What follows belongs to an exercise in optimizing a design on an open flow for small area, a short achievable clock period and few clock cycles per item; a production flow would make more cautious choices.
No run shown here included a check of the RTL's function; only the layout flow was run.

==> flow/design.v (outline; a module is shown in full before it is edited, if it fits) <==
// module vproc_mul_block: 55 lines
// module vector_mul_simple: 3647 lines
module vector_mul_simple (
    input  logic               clk_i,
    input  logic               rst_ni,
    input  logic               in_valid_i,
    input  logic signed [31:0] in_a_i,
    input  logic signed [31:0] in_b_i,
    output logic               out_valid_o,
    output logic signed [63:0] out_result_o
);
  // ...
==> flow/run.sh <==
#!/bin/bash
# synth_recipe.tcl (not shown) runs the flow's synth.tcl, then flattens the netlist and writes it again
# the make line also repeats each setting of config.mk as NAME=value (left out here)
make -C /OpenROAD-flow-scripts/flow DESIGN_CONFIG=/design/flow/config.mk WORK_HOME=/design/flow/orfs CLKGATE_MAP_FILE= SYNTH_SCRIPT=/design/flow/synth_recipe.tcl finish
==> flow/config.mk <==
export PLATFORM = sky130hd
export DESIGN_NAME = vector_mul_simple
export DESIGN_NICKNAME = vector_mul_simple
export VERILOG_FILES = /design/flow/design.v
export SDC_FILE = /design/flow/constraint.sdc
export NUM_CORES = 4
export LEC_CHECK = 0
export CAP_MARGIN = 20
export CORE_MARGIN = 2
export CORE_UTILIZATION = 40
export SETUP_SLACK_MARGIN = 5
export SLEW_MARGIN = 20
==> flow/constraint.sdc <==
create_clock -name core_clock -period 8.0 [get_ports {clk_i}]
set_input_delay 1.6000 -clock core_clock [delete_from_list [all_inputs] [get_ports {clk_i}]]
set_output_delay 1.6000 -clock core_clock [all_outputs]
set_load 0.01 [all_outputs]
==> impl_metrics.json, run 1 <==
{
  "portBuffers": 131,
  "final_net_count": 4516,
  "fp.dieW_microns": 292,
  "design_area_sq_um": 43600,
  "outcome": "timing/DRC/antenna clean",
  "synth.most_common_cell": "inv_1",
  "setup_viol": 0,
  "final_common_cell": "inv_1",
  "reg2reg_slack_ps": 3790,
  "ys_ff_latch": 367,
  "fin_worst_skew_ps": 29.5,
  "drc": 0,
  "worstHoldPathType": "reg2reg",
  "final_cell_mix": "inv_1, dfxtp_1, fa_1",
  "die_area_sq_um": 85200,
  "drtAntennaViolNets": 0,
  "areaGrowthSynthToFinish_pct": 31.6,
  "grt_max_degree": 64,
  "slew_viol_final": 0,
  "cp_cell_sequence": "inv_2 > fa_2 > fa_1 > inv_2 > ha_4 > a21o_1 > a31oi_1 > nor3_1 > or4b_4 > o21ai_4 > a2111oi_4 > buf_6 > o211ai_1 > buf_4 > or3b_4 > a21oi_2 > xnor2_1",
  "worstPathMaxFanout": 6,
  "cp-end-kind": "flop",
  "met2_usage": 0.420,
  "drv_cap": 0,
  "inv_count": 712,
  "rows": 105,
  "io_pins": 132,
  "finalHoldViolCount": 0,
  "seq_area_frac": 0.170,
  "seq_cells": 367,
  "synth_edf_count": 0,
  "hold_end": "v3_q"
}
==> run 2: changes to the inputs <==
--- a/flow/config.mk
+++ b/flow/config.mk
@@ -8,5 +8,4 @@
 export CAP_MARGIN = 20
 export CORE_MARGIN = 2
 export CORE_UTILIZATION = 40
-export SETUP_SLACK_MARGIN = 5
 export SLEW_MARGIN = 20
==> run 2 against run 1 <==
  * Maximum frequency fell by 17%
  * Register-to-register slack got worse by 860 ps
  * Highest routed layer is now met5
  * Count of clock-buffer cells in the layout fell by 1
  * Die area did not move
  * Critical endpoint is now r1442
  * Area after synthesis did not move
==> impl_metrics.json, run 2 <==
{
  "outcome": "timing/DRC/antenna clean",
  "min_period_ps": 5080,
  "synth_top_area_share": 0.263,
  "synth-compound-area-share": 0.152,
  "cp-end-kind": "flop",
  "ys_top_cells_by_count": "inv_1, fa_1, dfxtp_1, xor2_1, a22oi_1",
  "worstPathMaxFanout": 68,
  "drive_gt1_frac": 0.0521,
  "track_usage": 0.240,
  "syn_nets": 4258,
  "finalHoldViolCount": 0,
  "rsz0062_at_grt": "no",
  "yosysSeqAreaShare": 0.222,
  "final_cell_mix": "inv_1, fa_1, dfxtp_1",
  "clock-sinks": 367,
  "top_register": "res_q",
  "via_per_inst": 5.35,
  "post_cts_buffers": 0,
  "reg2reg_slack_ps": 2920,
  "areaGrowthSynthToFinish_pct": 11.9,
  "drt_iter0_drc": 2173,
  "vias": 25400,
  "slew_viol_final": 0,
  "slew_headroom": 0.241,
  "syn_avg_cell_area_sq_um": 9.16,
  "die_area_sq_um": 85200,
  "portBuffers": 131,
  "synthXorXnorAreaFrac": 0.143,
  "max_clock_freq_mhz": 197,
  "largest_reg_flops": 64,
  "hpwl_microns": 78600,
  "clk_latency_ps": 600,
  "crit_required_ps": 8480,
  "grt_pass1_vias": 25900,
  "final_cells": 4740,
  "grt_pass1_wl_microns": 156000,
  "netlist_instances": 3621,
  "synth_top_cells_by_area": "fa_1, dfxtp_1, inv_1",
  "cts_resized": 0,
  "fin_worst_skew_ps": 32.8,
  "setup_viol": 0,
  "ys_ff_latch": 367,
  "timing.final.ws_setup_ps": 2920,
  "place_inst": 4660,
  "synthSimpleGateAreaFrac": 0.0568,
  "start_util": 0.404,
  "clockRootBuffer": "clkbuf_16",
  "cts_buffers": 44,
  "clk_pin_slew_ps": 60,
  "arrival_ps": 5550,
  "placed_area_sq_um": 35600,
  "clk_path_buf_depth": 3,
  "final_common_cell": "inv_1",
  "yosysTopAreaCell": "fa_1",
  "synth_area_sq_um": 33200,
  "fp.dieW_microns": 292,
  "gp_congestion": 0.971,
  "core-area_sq_um": 82100,
  "overflow": 0,
  "crit_type": "reg2reg",
  "fin_tns_setup_ps": 0,
  "pre_cts_slack_ps": 2910,
  "largestRegisters": "res_q: 64 flops, a_q: 32 flops, b_q: 32 flops",
  "ys.flop_type": "dfxtp_1",
  "tritoncts": "yes",
  "die_h_microns": 292,
  "synth_top_family_by_area": "adder cells",
  "htree_num_levels": 2,
  "tightest_slew_ps": 1140,
  "synth_fa_ha_area_frac": 0.314,
  "drt_wl_total_microns": 102000,
  "grt_antenna_before_repair": 4,
  "start_kind": "flop",
  "worstHoldPathType": "reg2reg",
  "drc": 0,
  "drt_pass1_iterations": 6,
  "drtAntennaViolNets": 0,
  "grt_max_degree": 69,
  "drv_cap": 0,
  "io_pins": 132,
  "synth_warnings": 1,
  "design_area_sq_um": 37100,
  "min_period_over_period": 0.634,
  "ys_types": 71,
  "wl_per_cell_microns": 21.5,
  "async_flop_share": 0.00817,
  "holdBufCountCts": 0,
  "synth.most_common_cell": "inv_1",
  "rows": 105,
  "synth_edf_count": 0,
  "final_net_count": 4273,
  "synthMuxAreaShare": 0.00392
}
[run 2: critical path, cell delays in order (launching register included)]
cell,delay (ps)
dfxtp_2,310
buf_4,510
ha_1,500
inv_1,420
a21boi_0,920
fa_1,590
fa_1,550
inv_1,50
fa_1,500
fa_1,550
inv_1,40
[run 2: kinds of logic (layout without fill, tap and decap cells)]
logic type	after synthesis	count (layout)
AO/OA/AOI/OAI	769	769
other	0	2
multiplexers	13	13
adder cells (fa/ha/maj)	570	570
XOR/XNOR	541	541
buffers and inverters	955	1002
AND/OR/NAND/NOR	406	406
flip-flops	367	367
[run 2: stage by stage]
step | util | hold slack [ps]
after floorplan | - | 331
after global placement | 0.434 | 334
after detailed placement | 0.434 | 339
after CTS | 0.452 | 350
after global routing | 0.452 | 353
final | 0.452 | 349
[run 2: worst paths after layout]
path,startpoint,to,depth (start not counted)
max,a_q[1],r1442,10
min,v1_q,v2_q,0
max reg2reg,a_q[1],r1442,10
min reg2reg,v1_q,v2_q,0
max in group asynchronous,rst_ni,v1_q,1
min in group asynchronous,rst_ni,v3_q,1
[run 2: layout make-up]
type                            instances  area [sq um]
Clock buffer                           52          1210
Inverter                              708          2660
Timing Repair Buffer                  216          1950
Tap cell                             1070          1340
Antenna cell                            2          5.00
Clock inverter                         26           280
Sequential cell                       367          7360
Fill cell                            7907         45000
Multi-Input combinational cell       2299         22300
[run 2: metal layers]
layer	global-route usage	vias up	part of all wire
met4	0.0783	2	0.034
met3	0.0527	228	0.088
met1	0.326	12500	0.43
li1	-	11500	-
met5	0	-	0.000079
met2	0.379	1108	0.44

## afterwards: timing with drivers on the ports
The results above use ideal ports. As a check the final layouts listed here were re-extracted and re-timed, cells and wires unchanged.
Step 1: set_driving_cell puts a clkbuf_16 on clk_i and a buf_2 on each other input, an assumption about the parent block.
Step 2 times the ports against the registers' clock, not the clock port: input delays grow and output delays shrink by t, the midpoint of the rising clock arrivals with the driver on.
Three values: no drivers, after step 1, after step 2; two values: the first two.
run | t, ns | setup slack, ns | hold slack, ns
run 1 | 0.646 | 3.785 / 3.785 / 3.785 | 0.350 / 0.350 / 0.350
run 2 | 0.641 | 2.924 / 2.924 / 2.924 | 0.349 / 0.349 / 0.349
After both steps every run listed still meets setup and hold.
